This is an optimization exercise on Yosys and OpenROAD, whose aim is small area, not a production implementation. The RTL was checked by simulation tests, not by an equivalence proof against the original design. Power is estimated from default activity; no workload was simulated.

File: design.v
module uart (
	input            i_clk,
	input            i_rst_n,
	input            i_we,
	input      [7:0] i_address,
	input      [7:0] i_data,
	input            i_rx,
	input            i_xcki,
	input            i_ddr_xck,
	output           o_xcko,
	output reg       o_tx,
	output reg [7:0] o_data
);
wire sel0 = (i_address == 8'd0);
wire sel1 = (i_address == 8'd1);
wire sel2 = (i_address == 8'd2);
wire sel3 = (i_address == 8'd3);
wire sel4 = (i_address == 8'd4);
wire mcu_read = sel4 & ~i_we;
reg  [1:0] ucsra_l;    
reg  [7:2] ucsra_h;    
reg  [7:2] ucsrb_h;    
reg        txb8;
reg  [6:0] ucsrc;      
reg  [3:0] ubrrh;
reg  [7:0] ubrrl;
reg        rd_ucsrc;   
reg  [7:0] udr_tx;     
reg        tx_pend;
wire       u2x   = ucsra_l[1];
wire       mpcm  = ucsra_l[0];
wire       rxen  = ucsrb_h[4];
wire       txen  = ucsrb_h[3];
wire [2:0] ucsz  = {ucsrb_h[2], ucsrc[2:1]};
wire       umsel = ucsrc[6];
wire [1:0] upm   = ucsrc[5:4];
wire       usbs  = ucsrc[3];
wire       ucpol = ucsrc[0];
reg  [7:0] udr_rx;
reg        rxb8;
reg        udr_valid;
reg        pe_flag, fe_flag, dor_flag;
reg  [2:0] ts;
localparam T_IDLE = 3'b000, T_START = 3'b001, T_STOP = 3'b010, T_PAR = 3'b011;
wire t_idle  = (ts == T_IDLE);
wire t_start = (ts == T_START);
wire t_par   = (ts == T_PAR);
wire t_send  = ts[2];
wire udr_empty = ts[2] & ~ts[0];
always @(*) begin
	o_data = 8'h00;
	case (1'b1)
		sel0: o_data = {ucsra_h, ucsra_l};
		sel1: o_data = {ucsrb_h, rxb8, txb8};
		sel2: o_data = rd_ucsrc ? {1'b1, ucsrc} : {4'b0000, ubrrh};
		sel3: o_data = ubrrl;
		sel4: o_data = udr_rx;
	endcase
end
always @(posedge i_clk or negedge i_rst_n) begin
	if (~i_rst_n) begin
		ucsra_l <= 2'b00;
		ucsra_h <= 6'b001000;
	end else if (sel0 & i_we) begin
		ucsra_l <= i_data[1:0];
	end else begin
		ucsra_h <= {udr_valid, t_idle, ~tx_pend & ~udr_empty, fe_flag, dor_flag, pe_flag};
	end
end
always @(posedge i_clk or negedge i_rst_n) begin
	if (~i_rst_n) begin
		ucsrb_h <= 6'b0;
		txb8    <= 1'b0;
	end else if (sel1 & i_we) begin
		ucsrb_h <= i_data[7:2];
		txb8    <= i_data[0];
	end
end
always @(posedge i_clk or negedge i_rst_n) begin
	if (~i_rst_n) begin
		ucsrc <= 7'b0000110;
		ubrrh <= 4'b0;
	end else if (sel2 & i_we) begin
		if (i_data[7]) ucsrc <= i_data[6:0];
		else           ubrrh <= i_data[3:0];
	end
end
always @(posedge i_clk or negedge i_rst_n) begin
	if (~i_rst_n)          rd_ucsrc <= 1'b0;
	else if (sel2 & ~i_we) rd_ucsrc <= ~rd_ucsrc;
end
always @(posedge i_clk or negedge i_rst_n) begin
	if (~i_rst_n)         ubrrl <= 8'b0;
	else if (sel3 & i_we) ubrrl <= i_data;
end
always @(posedge i_clk) begin
	if (sel4 & i_we) udr_tx <= i_data;
end
always @(posedge i_clk or negedge i_rst_n) begin
	if (~i_rst_n)         tx_pend <= 1'b0;
	else if (sel4 & i_we) tx_pend <= 1'b1;
	else if (udr_empty)   tx_pend <= 1'b0;
end
reg  [11:0] dc;
reg  [3:0]  div;        
reg  [2:0]  xs;         
reg         txclk_prev, rxclk_prev;
wire bz = (dc == 12'd0);
always @(posedge i_clk or negedge i_rst_n) begin
	if (~i_rst_n)       dc <= 12'd0;
	else if (sel3 | bz) dc <= {ubrrh, ubrrl};
	else                dc <= dc - 12'd1;
end
always @(posedge i_clk or negedge i_rst_n) begin
	if (~i_rst_n) div <= 4'd0;
	else if (bz)  div <= div - 4'd1;
end
always @(posedge i_clk or negedge i_rst_n) begin
	if (~i_rst_n) xs <= 3'b0;
	else          xs <= {xs[1:0], i_xcki};
end
wire xedge   = ucpol ? (xs[1] & ~xs[2]) : (~xs[1] & xs[2]);
wire syncclk = i_ddr_xck ? div[0] : xedge;
wire txclk   = umsel ? syncclk : (u2x ? div[2] : div[3]);
always @(posedge i_clk) begin
	txclk_prev <= txclk;
	rxclk_prev <= syncclk;
end
wire txtick = txclk & ~txclk_prev & (txen | ~t_idle);
wire rxtick = rxen & (umsel ? (syncclk & ~rxclk_prev) : bz);
assign o_xcko = div[0];
reg [3:0] nbits;
always @(*) begin
	case (ucsz)
		3'b000:  nbits = 4'd5;
		3'b001:  nbits = 4'd6;
		3'b010:  nbits = 4'd7;
		3'b011:  nbits = 4'd8;
		3'b111:  nbits = 4'd9;
		default: nbits = 4'd0;
	endcase
end
wire ucsz_rsvd = ucsz[2] & ~(ucsz[1] & ucsz[0]);
reg  [8:0] tsr;         
reg  [3:0] tcnt;        
reg        tpar;        
wire tlast = (tcnt == 4'd1);
always @(posedge i_clk or negedge i_rst_n) begin
	if (~i_rst_n) begin
		ts   <= T_IDLE;
		o_tx <= 1'b1;
	end else if (txtick) begin
		o_tx <= t_par ? tpar : t_start ? 1'b0 : t_send ? tsr[0] : 1'b1;
		case (ts)
			T_IDLE:  ts <= tx_pend ? T_START : T_IDLE;
			T_START: ts <= {1'b1, ucsz_rsvd, 1'b0};
			T_PAR:   ts <= usbs ? T_STOP : T_IDLE;
			T_STOP:  ts <= T_IDLE;
			default: ts <= ~tlast ? {1'b1, ts[1], 1'b1} :
			               upm[1] ? T_PAR : usbs ? T_STOP : T_IDLE;
		endcase
	end
end
always @(posedge i_clk) begin
	if (txtick) begin
		if (t_start) tsr <= {txb8, udr_tx};
		else         tsr <= {1'b0, tsr[8:1]};
		if (t_send)  tcnt <= tcnt - 4'd1;
		else         tcnt <= nbits;
		if (t_start)                tpar <= upm[0];
		else if (t_send & ~ts[1])   tpar <= tpar ^ tsr[0];
	end
end
reg        rin;         
reg  [3:0] sc;          
reg  [2:0] vote;
reg  [8:0] rsr;         
reg  [3:0] bc;          
reg        perr, ferr, dor;
reg  [2:0] rs;
reg        rc;          
localparam R_IDLE = 3'd0, R_START = 3'd1, R_DATA = 3'd2, R_STOP = 3'd3,
           R_PAR0 = 3'd4, R_PAR1 = 3'd5;
wire r_idle  = (rs == R_IDLE);
wire r_start = (rs == R_START);
wire r_data  = (rs == R_DATA);
wire r_stop  = (rs == R_STOP);
wire r_par1  = (rs == R_PAR1);
wire hl    = rin & ~i_rx;
wire rr    = umsel ? (sc == 4'd0) : (u2x ? (sc == 4'd6) : (sc == 4'd10));
wire rbit  = umsel ? rin : ((vote[0] & vote[1]) | (vote[0] & vote[2]) | (vote[1] & vote[2]));
wire startbit = rr & ~rbit & r_start;
wire fend  = (bc == 4'd0) | (umsel & (bc == 4'd1));
wire swe   = rr & r_data & (bc != 4'd0);
wire stopbit = r_stop & rr;
reg rpar;
always @(*) begin
	case (ucsz)
		3'b000:  rpar = ^rsr[4:0];
		3'b001:  rpar = ^rsr[5:0];
		3'b010:  rpar = ^rsr[6:0];
		3'b011:  rpar = ^rsr[7:0];
		3'b111:  rpar = ^rsr[8:0];
		default: rpar = 1'b0;
	endcase
end
reg [8:0] rdat;
integer i;
always @(*) begin
	rdat = 9'b0;
	case (ucsz)
		3'b000: for (i = 0; i < 5; i = i + 1) rdat[i] = rsr[4-i];
		3'b001: for (i = 0; i < 6; i = i + 1) rdat[i] = rsr[5-i];
		3'b010: for (i = 0; i < 7; i = i + 1) rdat[i] = rsr[6-i];
		3'b011: for (i = 0; i < 8; i = i + 1) rdat[i] = rsr[7-i];
		3'b111: for (i = 0; i < 9; i = i + 1) rdat[i] = rsr[8-i];
		default: ;
	endcase
end
wire rb_valid;
always @(posedge i_clk or negedge i_rst_n) begin
	if (~i_rst_n) begin
		rin  <= 1'b1;
		sc   <= 4'd0;
		vote <= 3'b0;
		rsr  <= 9'b0;
		perr <= 1'b0;
		ferr <= 1'b0;
		dor  <= 1'b0;
		rs   <= R_IDLE;
		rc   <= 1'b0;
	end else if (rxtick) begin
		rin <= i_rx;
		if (~r_idle) begin
			if (stopbit | (u2x & (sc == 4'd7)) | umsel) sc <= 4'd0;
			else                                        sc <= sc + 4'd1;
		end
		if (~u2x) begin
			if (sc == 4'd7) vote[0] <= rin;
			if (sc == 4'd8) vote[1] <= rin;
			if (sc == 4'd9) vote[2] <= rin;
		end else begin
			if (sc == 4'd3) vote[0] <= rin;
			if (sc == 4'd4) vote[1] <= rin;
			if (sc == 4'd5) vote[2] <= rin;
		end
		if (swe) rsr <= {rsr[7:0], rbit};
		if (r_par1) perr <= (rpar ^ upm[0]) ^ rbit;
		if (stopbit) ferr <= ~rbit;
		if (startbit)       dor <= rb_valid & udr_valid;
		else if (~rb_valid) dor <= 1'b0;
		case (rs)
			R_IDLE: begin
				if (hl) begin rs <= R_START; rc <= 1'b0; end
			end
			R_START: begin
				if (startbit)  begin rs <= R_DATA; rc <= 1'b0; end
				else if (rr)   begin rs <= R_IDLE; rc <= 1'b1; end
				else           begin rs <= R_START; rc <= 1'b0; end
			end
			R_DATA: begin
				if (fend) begin
					if (upm[1]) begin rs <= rr ? R_PAR1 : R_PAR0; rc <= 1'b0; end
					else        begin rs <= R_STOP; rc <= rr; end
				end else begin
					rc <= 1'b0;
				end
			end
			R_PAR0: begin
				rs <= rr ? R_PAR1 : R_PAR0; rc <= 1'b0;
			end
			R_PAR1: begin
				rs <= R_STOP; rc <= rr;
			end
			R_STOP: begin
				if (rr) begin rs <= hl ? R_START : R_IDLE; rc <= 1'b1; end
				else    begin rc <= 1'b0; end
			end
			default: begin rs <= R_IDLE; rc <= 1'b1; end
		endcase
	end
end
always @(posedge i_clk) begin
	if (rxtick) begin
		if (r_start)  bc <= nbits;
		else if (swe) bc <= bc - 4'd1;
	end
end
wire srv = rc & (~mpcm | rsr[0]);
reg  [8:0] rb;
reg        fe0, pe0, srd, rbv;
assign rb_valid = rbv;
always @(posedge i_clk or negedge i_rst_n) begin
	if (~i_rst_n) begin
		rb  <= 9'b0;
		fe0 <= 1'b0;
		pe0 <= 1'b0;
		srd <= 1'b0;
	end else begin
		if (~rbv & srv | mcu_read) begin
			rb  <= rdat;
			srd <= 1'b1;
			fe0 <= ferr;
			pe0 <= perr;
		end
		if (~srv) srd <= 1'b0;
	end
end
always @(posedge i_clk or negedge i_rst_n) begin
	if (~i_rst_n) rbv <= 1'b0;
	else begin
		if (mcu_read | ~rbv | ~udr_valid) rbv <= srv;
		if (srv & srd) rbv <= 1'b0;
	end
end
always @(posedge i_clk or negedge i_rst_n) begin
	if (~i_rst_n) begin
		udr_rx    <= 8'b0;
		rxb8      <= 1'b0;
		pe_flag   <= 1'b0;
		fe_flag   <= 1'b0;
		dor_flag  <= 1'b0;
		udr_valid <= 1'b0;
	end else if (mcu_read | ~udr_valid) begin
		udr_rx    <= rb[7:0];
		rxb8      <= rb[8];
		pe_flag   <= pe0;
		fe_flag   <= fe0;
		dor_flag  <= dor;
		udr_valid <= rbv;
	end
end
endmodule
File: flow/run.sh
#!/bin/bash
# Own layout flow: the standard ORFS flow (standard.sh) with three changes:
#  - synthesis maps the logic with an area-only ABC script (flow/abc_min_area.script);
#    everything else in synthesis, including the registers and their names, is unchanged
#  - synthesis does not map adders to half/full-adder cells (ADDER_MAP_FILE empty)
#  - port buffers use the smallest buffer cell
#  - the clock tree is built without dummy loads
# Each tool's output goes to standard_flow.log (make) and the ORFS logs under orfs/logs.
set -euo pipefail
W=$(pwd)
ABC_SCRIPT="$W/flow/abc_min_area.script"
{
  echo 'proc abc {args} {'
  echo '  set i [lsearch -exact $args -script]'
  echo "  if {\$i >= 0} { lset args [expr {\$i + 1}] $ABC_SCRIPT }"
  echo '  yosys abc {*}$args'
  echo '}'
  cat "$W/synth_recipe.tcl"
} > "$W/own_synth.tcl"
CTS="-sink_clustering_enable -repair_clock_nets -dont_use_dummy_load -buf_list sky130_fd_sc_hd__clkbuf_4 -sink_clustering_size 10"
bash standard.sh \
  "SYNTH_SCRIPT=$W/own_synth.tcl" \
  "ADDER_MAP_FILE=" \
  "BUFFER_PORTS_ARGS=-buffer_cell sky130_fd_sc_hd__buf_1" \
  "CTS_ARGS=$CTS" \
  finish > standard_flow.log 2>&1
File: constraint.sdc
create_clock -name core_clock -period 10.0 [get_ports {i_clk}]
set_input_delay 2.0000 -clock core_clock [delete_from_list [all_inputs] [get_ports {i_clk}]]
set_output_delay 2.0000 -clock core_clock [all_outputs]
set_load 0.01 [all_outputs]
File: config.mk
export PLATFORM = sky130hd
export DESIGN_NAME = uart
export DESIGN_NICKNAME = uart
export VERILOG_FILES = /design/flow/design.v
export SDC_FILE = /design/flow/constraint.sdc
export NUM_CORES = 4
export LEC_CHECK = 0
export ABC_AREA = 1
export CAP_MARGIN = 20
export CORE_MARGIN = 2
export CORE_UTILIZATION = 55
export PLACE_DENSITY = 0.7
export SLEW_MARGIN = 20
File: standard.sh
#!/bin/bash
# synth_recipe.tcl (not shown) runs the flow's synth.tcl, then flattens the netlist and writes it again
# the make line also repeats each setting of config.mk as NAME=value (left out here)
make -C /OpenROAD-flow-scripts/flow DESIGN_CONFIG=/design/flow/config.mk WORK_HOME=/design/flow/orfs CLKGATE_MAP_FILE= SYNTH_SCRIPT=/design/flow/synth_recipe.tcl "${@:-finish}"
File: flow/abc_min_area.script
strash; &get -n; &deepsyn -T 30; &put; dch; amap -F 5 -A 5 -m; topo
==> results of run 1 <==
==> stage by stage <==
step / hold slack [ns] / power, mW / utilization [%] / cells
2_1_floorplan: 0.3312 / 1.077 / - / 634
3_3_place_gp: 0.3335 / 1.181 / 59.07 / 808
3_5_place_dp: 0.3372 / 1.200 / 59.09 / 808
4_1_cts: 0.3576 / 1.440 / 60.28 / 825
5_1_grt: 0.3617 / 1.533 / 60.28 / 825
6_report: 0.3555 / 1.431 / 60.28 / 825
==> final cells by class <==
type	count	share of cell area [%]
clock buffer	17	1.970
inverter	103	5.969
multi-input combinational	394	32.28
sequential	137	54.88
tap	140	2.704
timing repair buffer	34	2.202
==> critical path, cell delays in order <==
cell and delay (ns):
sky130_fd_sc_hd__buf_1 0.07, sky130_fd_sc_hd__nor3_1 0.24, sky130_fd_sc_hd__nand3b_1 0.17, sky130_fd_sc_hd__or3_1 0.38
sky130_fd_sc_hd__nor2_1 0.35, sky130_fd_sc_hd__clkinv_1 0.22, sky130_fd_sc_hd__o221ai_1 0.29, sky130_fd_sc_hd__buf_1 0.20
==> state kept, by name, indices dropped and copies added (netlist names), 7 cells and up <==
register and count:
dc 12, udr_rx 8, rsr 9, tsr 9, ucsrc 7, udr_tx 8, rb 9, ubrrl 8
==> worst min path at each step <==
stage                        to  slack (ns)  start
after floorplan           xs[1]        0.33  xs[0]
after detailed placement  xs[1]        0.34  xs[0]
final                     xs[1]        0.36  xs[0]
after CTS                 xs[1]        0.36  xs[0]
after global placement    xs[1]        0.33  xs[0]
after global routing      xs[1]        0.36  xs[0]
==> layout by cell type, fill, tap and decap left out, types with 2 or more instances in the layout <==
| cell | instances |
|---|---|
| sky130_fd_sc_hd__dfrtp_1 | 104 |
| sky130_fd_sc_hd__clkinv_1 | 103 |
| sky130_fd_sc_hd__nor2_1 | 82 |
| sky130_fd_sc_hd__nand2_1 | 67 |
| sky130_fd_sc_hd__o21ai_0 | 63 |
| sky130_fd_sc_hd__o22ai_1 | 47 |
| sky130_fd_sc_hd__a21oi_1 | 31 |
| sky130_fd_sc_hd__buf_1 | 30 |
| sky130_fd_sc_hd__edfxtp_1 | 26 |
| sky130_fd_sc_hd__clkbuf_4 | 18 |
| sky130_fd_sc_hd__a222oi_1 | 16 |
| sky130_fd_sc_hd__nor3_1 | 12 |
| sky130_fd_sc_hd__a31oi_1 | 10 |
| sky130_fd_sc_hd__or3_1 | 9 |
| sky130_fd_sc_hd__a22o_1 | 8 |
| sky130_fd_sc_hd__o21a_1 | 7 |
| sky130_fd_sc_hd__nand3_1 | 6 |
| sky130_fd_sc_hd__o221ai_1 | 6 |
| sky130_fd_sc_hd__or2_0 | 5 |
| sky130_fd_sc_hd__dfstp_2 | 5 |
| sky130_fd_sc_hd__a21o_1 | 3 |
| sky130_fd_sc_hd__o32ai_1 | 3 |
| sky130_fd_sc_hd__buf_4 | 3 |
| sky130_fd_sc_hd__a22oi_1 | 2 |
| sky130_fd_sc_hd__o211ai_1 | 2 |
| sky130_fd_sc_hd__nor4_1 | 2 |
| sky130_fd_sc_hd__a211oi_1 | 2 |
| sky130_fd_sc_hd__o311ai_0 | 2 |
| sky130_fd_sc_hd__dfxtp_1 | 2 |
==> power groups by stage <==
stage	combinational, mW	sequential, mW	clock [mW]
after floorplan	0.303	0.774	0
after global placement	0.384	0.797	0
after detailed placement	0.399	0.801	0
after CTS	0.402	0.790	0.248
after global routing	0.459	0.805	0.270
final	0.402	0.791	0.238
==> kinds of logic after synthesis <==
family                 synth area share, %
flip-flops                           58.95
AND/OR/NAND/NOR                      12.93
buffers and inverters                6.412
AO/OA/AOI/OAI                        21.71
==> metal layers <==
metal | GRT usage [%] | up-vias | wire (um)
met4 | 11.17 | 0 | 459
met3 | 6.993 | 42 | 838
met5 | 0 | - | 0
met2 | 40.76 | 183 | 6620
met1 | 33.31 | 2313 | 6114
li1 | - | 2376 | -
==> metrics.yaml, run 1 <==
timing.clock.skew_ns: 0.03206
worst_setup_endpoint: "o_data[6]"
fillCellCount: 938
ys_ff_latch: 137
cts_max_path_buffers: 2
worstPathArrival_ns: 3.93
cts_tree: "built"
die_area_mm2: 0.01182
post_detailed_placement_half_perimeter_wirelength_mm: 10.52
via_count_of_the_first_global_routing_pass: 4651
floorplan.initialDensity_pct: 56.11
post_synth_most_frequent_cells: "sky130_fd_sc_hd__dfrtp_1, sky130_fd_sc_hd__clkinv_1, sky130_fd_sc_hd__nor2_1"
core_area_mm2: 0.01075
overflow: 0
numPortBuffers: 31
tightestPinTransition_ns: 0.9830
syn_nets: 656
dieHeight_um: 108.7
synth_edf_count: 26
io-pin-count: 32
yosysTopAreaCell: "sky130_fd_sc_hd__dfrtp_1"
number_of_distinct_standard_cells_referenced_by_the_synthesized_netlist: 34
critical_path_peak_fanout: 6
rr_endpoint: "bc[1]"
cts-buffers-inserted: 17
max_freq_mhz: 168.7
final_nets: 709
clkSlewWorstSetupHoldPaths_ns: 0.09
place.gp.congestion: 0.9535
final_layout_size_suffix_gt1_share_pct: 3.942
detail_route.drc_violations: 0
timing.final.crit_share_pct: 59.28
comb_power_share_pct: 28.1
worst_setup_path_end_kind: "output pin"
switching_share_pct: 34.53
type_of_element_launching_the_critical_path: "primary input"
post_cts.repair.setup_buffers: 0
timing_worst_setup_path_type: "in2out"
final_max_slew_viol_count: 0
power_density_mw_per_mm2: 220.9
vias: 4914
post_dp_cell_area_mm2: 0.006350
worstReg2RegStart: "dc[0]"
hold_buffers: 0
syn_to_final_growth_pct: 7.429
intPower_mw: 0.9369
worstHoldPathCells: 0
num_rows: 38
synthesis.area_per_instance_um2: 9.510
final_critical_period_ns: 5.928
yosys.cell_count.top_type: "sky130_fd_sc_hd__dfrtp_1"
maxSlewHeadroom_pct: 34.47
share_clk_of_total_power_pct: 16.6
drtPass1Iterations: 8
seqPwrFrac_pct: 55.3
worstSkewPairLatency_ns: 0.54
critical_path_required_ns: 8.00
async_flop_share_pct: 79.56
grt_start_max_net_pins: 79
worst-r2r-cell-count: 14
post_synth_inst_count: 634
wire_length_of_the_first_global_routing_pass_mm: 22.58
min-delay-path-class: "reg2reg"
layout_setup_ws_ns: 4.072
cts-resized-gates: 0
power.ir.vdd_worst_v: 0.0001037
synth_seq_area_share_pct: 58.95
clock_tree.root_cell: "sky130_fd_sc_hd__clkbuf_4"
critPathLaunch: "i_address[4]"
global_route_usage_sum_pct: 25.67
antenna_cells_inserted: 0
status: "timing/DRC/antenna clean"
initial_antenna_violation_count: 0
place_worst_setup_slack_ns: 4.134
synthTopCellsByArea: "sky130_fd_sc_hd__dfrtp_1, sky130_fd_sc_hd__edfxtp_1, sky130_fd_sc_hd__clkinv_1, sky130_fd_sc_hd__o21ai_0, sky130_fd_sc_hd__nor2_1"
cts.sink_count: 137
cap_viol_max_count: 0
synth_top_cell_area_share_pct: 43.16
final.setup.tns_ns: 0
routed_wirelength_mm: 14.03
layout.cell_area.non_filler_mm2: 0.006477
ant_nets: 0
die_outline_width_um: 108.7
yosys_most_used_dff: "sky130_fd_sc_hd__dfrtp_1"
yosys_warnings: 1
drtIter0Drc: 425
ff2ff_setup_slack_ns: 5.01
grt_setup_unrepaired: "false"
power.net_switching_mw: 0.4941
route.detailed.vias_per_inst: 5.956
cellLeakagePower_nw: 2.524
finalSetupViolCount: 0
multiInputGateArea_mm2: 0.002091
final-seq-area_mm2: 0.003555
mappedNetlistArea_mm2: 0.006030
hold_viol: 0
wire_per_inst_um: 17.01
htree_num_levels: 4
==> run 2, diff against run 1 <==
--- a/flow/run.sh
+++ b/flow/run.sh
@@ -19,3 +19,3 @@
 } > "$W/own_synth.tcl"
-CTS="-sink_clustering_enable -repair_clock_nets -dont_use_dummy_load -buf_list sky130_fd_sc_hd__clkbuf_4 -sink_clustering_size 10"
+CTS="-sink_clustering_enable -repair_clock_nets -dont_use_dummy_load -buf_list sky130_fd_sc_hd__clkbuf_4 -root_buf sky130_fd_sc_hd__clkbuf_8 -sink_clustering_size 20"
 bash standard.sh \
==> run 2 against run 1 <==
Effect of this change:
- fmax grew 0.34%
- combinational power is essentially flat
- worst setup slack gained 0.020 ns
- sequential power is essentially flat
- register-to-register slack lost 0.02 ns
- still clean
==> metrics.yaml, run 2 <==
cts_max_path_buffers: 2  # unchanged
yosysTopAreaCell: "sky130_fd_sc_hd__dfrtp_1"
route.detailed.vias_per_inst: 5.968  # +0.20%
vias: 4924  # +0.20%
worstSkewPairLatency_ns: 0.42  # -0.12 ns
ys_ff_latch: 137  # unchanged
regMostFlops: "dc"
antenna_cells_inserted: 0  # unchanged
max_freq_mhz: 169.3  # +0.34%
initial_antenna_violation_count: 0  # unchanged
io-pin-count: 32  # unchanged
layout_common_cells: "sky130_fd_sc_hd__dfrtp_1, sky130_fd_sc_hd__clkinv_1, sky130_fd_sc_hd__nor2_1"
final_critical_period_ns: 5.908  # -0.02035 ns
clock_tree.root_cell: "sky130_fd_sc_hd__clkbuf_8"
yosys_warnings: 1  # unchanged
routed_wirelength_mm: 14.04  # about the same
global_route_usage_sum_pct: 25.66  # about the same
synth_edf_count: 26  # unchanged
grt_start_max_net_pins: 79  # unchanged
layout.cells.most_common: "sky130_fd_sc_hd__dfrtp_1"
yosys_most_used_dff: "sky130_fd_sc_hd__dfrtp_1"
dieHeight_um: 108.7  # unchanged
worstReg2RegStart: "dc[0]"
place.gp.congestion: 0.9535  # unchanged
synthTopCellsByArea: "sky130_fd_sc_hd__dfrtp_1, sky130_fd_sc_hd__edfxtp_1, sky130_fd_sc_hd__clkinv_1, sky130_fd_sc_hd__o21ai_0, sky130_fd_sc_hd__nor2_1"
grt_setup_unrepaired: "false"
drtPass1Iterations: 6  # -2
core_area_mm2: 0.01075  # unchanged
synthesis.area_per_instance_um2: 9.510  # unchanged
cellLeakagePower_nw: 2.526  # +0.10%
timing_worst_setup_path_type: "in2out"
critPathLaunch: "i_address[4]"
layout.core_utilization_pct: 60.34  # about the same
cts-resized-gates: 0  # unchanged
timing.final.crit_share_pct: 59.08  # -0.20 points
final_max_slew_viol_count: 0  # unchanged
timing.clock.skew_ns: 0.03285  # +0.0007899 ns
power.ir.vdd_worst_v: 0.0001037  # about the same
worst_setup_path_end_kind: "output pin"
hold_viol: 0  # unchanged
power_density_mw_per_mm2: 221.4  # +0.20%
final.setup.tns_ns: 0  # unchanged
cap_viol_max_count: 0  # unchanged
via_count_of_the_first_global_routing_pass: 4638  # -0.28%
htree_num_levels: 4  # unchanged
worst-r2r-cell-count: 14  # unchanged
cts_tree: "built"
hold_buffers: 0  # unchanged
ff2ff_setup_slack_ns: 4.99  # -0.02 ns
syn_nets: 656  # unchanged
detail_route.drc_violations: 0  # unchanged
die_outline_width_um: 108.7  # unchanged
number_of_distinct_standard_cells_referenced_by_the_synthesized_netlist: 34  # unchanged
min-delay-path-class: "reg2reg"
synth_seq_area_share_pct: 58.95  # unchanged
post_synth_inst_count: 634  # unchanged
post_synth_most_frequent_cells: "sky130_fd_sc_hd__dfrtp_1, sky130_fd_sc_hd__clkinv_1, sky130_fd_sc_hd__nor2_1"
worst_setup_endpoint: "o_data[6]"
maxSlewHeadroom_pct: 34.61  # +0.14 points
rr_endpoint: "bc[1]"
floorplan.initialDensity_pct: 56.11  # unchanged
critical_path_required_ns: 8.00  # about the same
cts.sink_count: 137  # unchanged
cts-buffers-inserted: 17  # unchanged
type_of_element_launching_the_critical_path: "primary input"
wire_per_inst_um: 17.02  # about the same
finalSetupViolCount: 0  # unchanged
post_detailed_placement_half_perimeter_wirelength_mm: 10.52  # unchanged
drtIter0Drc: 406  # -4.5%
overflow: 0  # unchanged
mappedNetlistArea_mm2: 0.006030  # unchanged
ant_nets: 0  # unchanged
async_flop_share_pct: 79.56  # unchanged
post_cts.repair.setup_buffers: 0  # unchanged
critical_path_peak_fanout: 6  # unchanged
final_nets: 709  # unchanged
worstPathArrival_ns: 3.91  # -0.02 ns
yosys.cell_count.top_type: "sky130_fd_sc_hd__dfrtp_1"
wire_length_of_the_first_global_routing_pass_mm: 22.60  # about the same
syn_to_final_growth_pct: 7.533  # about the same
num_rows: 38  # unchanged
clkSlewWorstSetupHoldPaths_ns: 0.09  # about the same
synth_top_cell_area_share_pct: 43.16  # unchanged
final_layout_size_suffix_gt1_share_pct: 3.942  # unchanged
tightestPinTransition_ns: 0.9808  # -0.002144 ns
status: "timing/DRC/antenna clean"
largest_register_ff_count: 12  # unchanged
die_area_mm2: 0.01182  # unchanged
numPortBuffers: 31  # unchanged
-- run 2: cell counts after synthesis --
Identical to the previous run, type by type.
-- run 2: layout make-up --
cell class,instances,area (um2)
clock buffers,17,133.9
fillers,936,4262
flip-flops and latches,137,3555
repair buffers,34,142.6
inverters,103,386.6
multi-input cells,394,2091
well taps,140,175.2
-- run 2: cells by family after synthesis --
family,after synthesis,share of synthesized area [%]
buffers and inverters,103,6.412
flip-flops,137,58.95
AND/OR/NAND/NOR,188,12.93
AO/OA/AOI/OAI,206,21.71
-- run 2: critical path, stage by stage --
cell and delay [ns]:
sky130_fd_sc_hd__buf_1 0.07, sky130_fd_sc_hd__nor3_1 0.24, sky130_fd_sc_hd__nand3b_1 0.15, sky130_fd_sc_hd__or3_1 0.38
sky130_fd_sc_hd__nor2_1 0.35, sky130_fd_sc_hd__clkinv_1 0.23, sky130_fd_sc_hd__o221ai_1 0.29, sky130_fd_sc_hd__buf_1 0.20
-- run 2: report_power, final --
part | switching [mW] | internal (mW) | leakage (nW)
clock network | 0.160 | 0.0833 | 0.0808
registers | 0.0869 | 0.705 | 1.48
logic | 0.245 | 0.155 | 0.966
-- run 2: how the worst min path moves through the flow --
| stage | from | to | slack, ns | cells past startpoint |
|---|---|---|---|---|
| after floorplan | xs[0] | xs[1] | 0.33 | 0 |
| after global placement | xs[0] | xs[1] | 0.33 | 0 |
| after detailed placement | xs[0] | xs[1] | 0.34 | 0 |
| after CTS | xs[0] | xs[1] | 0.36 | 0 |
| after global routing | xs[0] | xs[1] | 0.36 | 0 |
| final | xs[0] | xs[1] | 0.36 | 0 |
-- run 2: through the flow --
step	power (mW)	std cells	hold WS, ns	setup slack (ns)	instance area, um2
floorplan	1.077	634	0.3312	4.627	6030
global placement	1.181	808	0.3335	4.250	6347
detailed placement	1.200	808	0.3372	4.134	6350
CTS	1.446	825	0.3572	4.125	6484
global route	1.539	825	0.3613	3.884	6484
finish	1.435	825	0.3552	4.092	6484
-- run 2: routing by layer --
metal / global-route usage, % / routed length, um
met5: 0 / 0
met4: 11.17 / 448
met3: 6.934 / 922
met2: 40.76 / 6665
met1: 33.31 / 6009
==> run 3, diff against run 2 <==
--- a/flow/run.sh
+++ b/flow/run.sh
@@ -19,3 +19,3 @@
 } > "$W/own_synth.tcl"
-CTS="-sink_clustering_enable -repair_clock_nets -dont_use_dummy_load -buf_list sky130_fd_sc_hd__clkbuf_4 -root_buf sky130_fd_sc_hd__clkbuf_8 -sink_clustering_size 20"
+CTS="-sink_clustering_enable -repair_clock_nets -dont_use_dummy_load -buf_list sky130_fd_sc_hd__clkbuf_4 -root_buf sky130_fd_sc_hd__clkbuf_8 -sink_clustering_size 20 -sink_clustering_max_diameter 40"
 bash standard.sh \
==> flow/abc_min_area.script (replaced) <==
strash; &get -n; &deepsyn -T 90; &put; dch; amap -F 5 -A 5 -m; topo
==> run 3 against run 2 <==
Effect of this change:
- still clean
- cell area did not move
- die area did not move
- global-route usage did not move
- sequential share of layout area did not move
- highest routed layer unchanged
==> metrics.yaml, run 3 <==
worstPathArrival_ns: 3.91  # about the same
routed_wirelength_mm: 14.04  # unchanged
syn_nets: 656  # unchanged
finalSetupViolCount: 0  # unchanged
synthAdderAreaFrac_pct: 0  # unchanged
power_density_mw_per_mm2: 221.4  # unchanged
multiInputGateArea_mm2: 0.002091  # unchanged
whs_ns: 0.3552  # unchanged
layout.cell_area.non_filler_mm2: 0.006484  # unchanged
hold_viol: 0  # unchanged
synth_top_family_by_area: "compound AO/OA/AOI/OAI gates"
synth_top_cell_area_share_pct: 43.16  # unchanged
htree_num_levels: 4  # unchanged
route.detailed.vias_per_inst: 5.968  # unchanged
layout_common_cells: "sky130_fd_sc_hd__dfrtp_1, sky130_fd_sc_hd__clkinv_1, sky130_fd_sc_hd__nor2_1"
post_cts.repair.setup_buffers: 0  # unchanged
dieHeight_um: 108.7  # unchanged
drtIter0Drc: 406  # unchanged
place.gp.congestion: 0.9535  # unchanged
cap_viol_max_count: 0  # unchanged
grt_setup_unrepaired: "false"
clkSlewWorstSetupHoldPaths_ns: 0.09  # about the same
final_critical_period_ns: 5.908  # unchanged
overflow: 0  # unchanged
maxSlewHeadroom_pct: 34.61  # unchanged
min_to: "xs[1]"
synth_seq_area_share_pct: 58.95  # unchanged
synth-simple-area-share_pct: 12.93  # unchanged
critical_path_required_ns: 8.00  # about the same
min-delay-path-class: "reg2reg"
layout.cells.most_common: "sky130_fd_sc_hd__dfrtp_1"
final_layout_size_suffix_gt1_share_pct: 3.942  # unchanged
detail_route.drc_violations: 0  # unchanged
post_synth_inst_count: 634  # unchanged
worstReg2RegStart: "dc[0]"
wire_length_of_the_first_global_routing_pass_mm: 22.60  # unchanged
mappedNetlistArea_mm2: 0.006030  # unchanged
initial_antenna_violation_count: 0  # unchanged
worstSkewPairLatency_ns: 0.42  # about the same
drtPass1Iterations: 6  # unchanged
max_freq_mhz: 169.3  # unchanged
yosys_warnings: 1  # unchanged
status: "timing/DRC/antenna clean"
die_area_mm2: 0.01182  # unchanged
final_max_slew_viol_count: 0  # unchanged
worst-r2r-cell-count: 14  # unchanged
yosys.cell_count.top_type: "sky130_fd_sc_hd__dfrtp_1"
rr_endpoint: "bc[1]"
final-seq-area_mm2: 0.003555  # unchanged
type_of_element_launching_the_critical_path: "primary input"
cellLeakagePower_nw: 2.526  # unchanged
post_detailed_placement_half_perimeter_wirelength_mm: 10.52  # unchanged
core_area_mm2: 0.01075  # unchanged
power.ir.vdd_worst_v: 0.0001037  # unchanged
via_count_of_the_first_global_routing_pass: 4638  # unchanged
io-pin-count: 32  # unchanged
critical_path_peak_fanout: 6  # unchanged
synth_compound_gate_area_share_pct: 21.71  # unchanged
vias: 4924  # unchanged
wire_per_inst_um: 17.02  # unchanged
post_synth_mux_area_share_pct: 0  # unchanged
largest_register_ff_count: 12  # unchanged
synth_edf_count: 26  # unchanged
cts_max_path_buffers: 2  # unchanged
hold_buffers: 0  # unchanged
cts-resized-gates: 0  # unchanged
async_flop_share_pct: 79.56  # unchanged
numPortBuffers: 31  # unchanged
grt_start_max_net_pins: 79  # unchanged
final.setup.tns_ns: 0  # unchanged
timing.clock.skew_ns: 0.03285  # unchanged
worst_setup_path_end_kind: "output pin"
holdCritStartpoint: "xs[0]"
cts.sink_count: 137  # unchanged
final_nets: 709  # unchanged
number_of_distinct_standard_cells_referenced_by_the_synthesized_netlist: 34  # unchanged
timing.final.crit_share_pct: 59.08  # unchanged
worstHoldPathCells: 0  # unchanged
yosysTopAreaCell: "sky130_fd_sc_hd__dfrtp_1"
regMostFlops: "dc"
timing_worst_setup_path_type: "in2out"
ant_nets: 0  # unchanged
post_dp_cell_area_mm2: 0.006350  # unchanged
ys_ff_latch: 137  # unchanged
synth_xor_xnor_area_share_pct: 0  # unchanged
post_synth_most_frequent_cells: "sky130_fd_sc_hd__dfrtp_1, sky130_fd_sc_hd__clkinv_1, sky130_fd_sc_hd__nor2_1"
die_outline_width_um: 108.7  # unchanged
antenna_cells_inserted: 0  # unchanged
tightestPinTransition_ns: 0.9808  # unchanged
clock_tree.root_cell: "sky130_fd_sc_hd__clkbuf_8"
fillCellCount: 936  # unchanged
floorplan.initialDensity_pct: 56.11  # unchanged
num_rows: 38  # unchanged
synthesis.area_per_instance_um2: 9.510  # unchanged
ff2ff_setup_slack_ns: 4.99  # about the same
yosys_most_used_dff: "sky130_fd_sc_hd__dfrtp_1"
cts_tree: "built"
global_route_usage_sum_pct: 25.66  # unchanged
cts-buffers-inserted: 17  # unchanged
synthTopCellsByArea: "sky130_fd_sc_hd__dfrtp_1, sky130_fd_sc_hd__edfxtp_1, sky130_fd_sc_hd__clkinv_1, sky130_fd_sc_hd__o21ai_0, sky130_fd_sc_hd__nor2_1"
syn_to_final_growth_pct: 7.533  # unchanged
run 3: metal layers:
layer | track usage (%) | routed length (um)
met3 | 6.934 | 922
met4 | 11.17 | 448
met5 | 0 | 0
met1 | 33.31 | 6009
met2 | 40.76 | 6665
run 3: kinds of logic (layout without fill, tap and decap cells):
group | Yosys count | after routing
AOI/OAI and AO/OA | 206 | 206
buffers and inverters | 103 | 154
DFF | 137 | 137
and+or+nand+nor | 188 | 188
run 3: final cells by class:
cell class                      instances  share of cell area, %
Multi-Input combinational cell        394                  32.25
Tap cell                              140                  2.702
Clock buffer                           17                  2.065
Timing Repair Buffer                   34                  2.200
Inverter                              103                  5.963
Sequential cell                       137                  54.82
run 3: report_power, final:
group | total (mW) | leakage (nW) | internal (mW) | switching [mW]
Clock | 0.244 | 0.0808 | 0.0833 | 0.160
Sequential | 0.792 | 1.48 | 0.705 | 0.0869
Combinational | 0.400 | 0.966 | 0.155 | 0.245
Total | 1.44 | 2.53 | 0.943 | 0.493
run 3: worst max-delay path by stage:
stage / endpoint / depth (start not counted) / start / slack (ns)
3_3_place_gp: o_data[6] / 8 / i_address[4] / 4.25
6_report: o_data[6] / 8 / i_address[4] / 4.09
5_1_grt: o_data[6] / 8 / i_address[4] / 3.88
4_1_cts: o_data[6] / 8 / i_address[4] / 4.12
2_1_floorplan: o_data[6] / 6 / i_address[4] / 4.63
3_5_place_dp: o_data[6] / 8 / i_address[4] / 4.13
run 3: metrics by stage:
stage / power (mW) / worst slack [ns] / cells / util [%]
final: 1.435 / 4.092 / 825 / 60.34
after CTS: 1.446 / 4.125 / 825 / 60.34
after floorplan: 1.077 / 4.627 / 634 / -
after global placement: 1.181 / 4.250 / 808 / 59.07
after global routing: 1.539 / 3.884 / 825 / 60.34
after detailed placement: 1.200 / 4.134 / 808 / 59.09
run 3: critical path, stage by stage:
cell	delay [ns]
sky130_fd_sc_hd__buf_1	0.07
sky130_fd_sc_hd__nor3_1	0.24
sky130_fd_sc_hd__nand3b_1	0.15
sky130_fd_sc_hd__or3_1	0.38
sky130_fd_sc_hd__nor2_1	0.35
sky130_fd_sc_hd__clkinv_1	0.23
sky130_fd_sc_hd__o221ai_1	0.29
sky130_fd_sc_hd__buf_1	0.20

re-timing with driven ports:
The flow's constraints put no driver on any port. The routed layouts listed below were extracted and timed again, unchanged, in two steps. Step 1: set_driving_cell puts a clkbuf_16 on i_clk and a buf_2 on each other input, an assumption about the parent block. Step 2 adds t to the input delays and takes it off the output delays; t is the mean of the earliest and latest rising clock arrival at the registers after step 1. Input paths then give back, and output paths get back, about the clock's delay inside the block. a / b / c = ideal ports / drivers / drivers and shift; a / b = the first two.
run	shift t [ns]	setup slack, ns	worst setup path at the end
run 1	0.561	4.072 / 4.053 / 4.053	input to output
run 2	0.440	4.092 / 4.073 / 4.073	input to output
run 3	0.440	4.092 / 4.073 / 4.073	input to output
After both steps setup and hold are still met in every run listed.
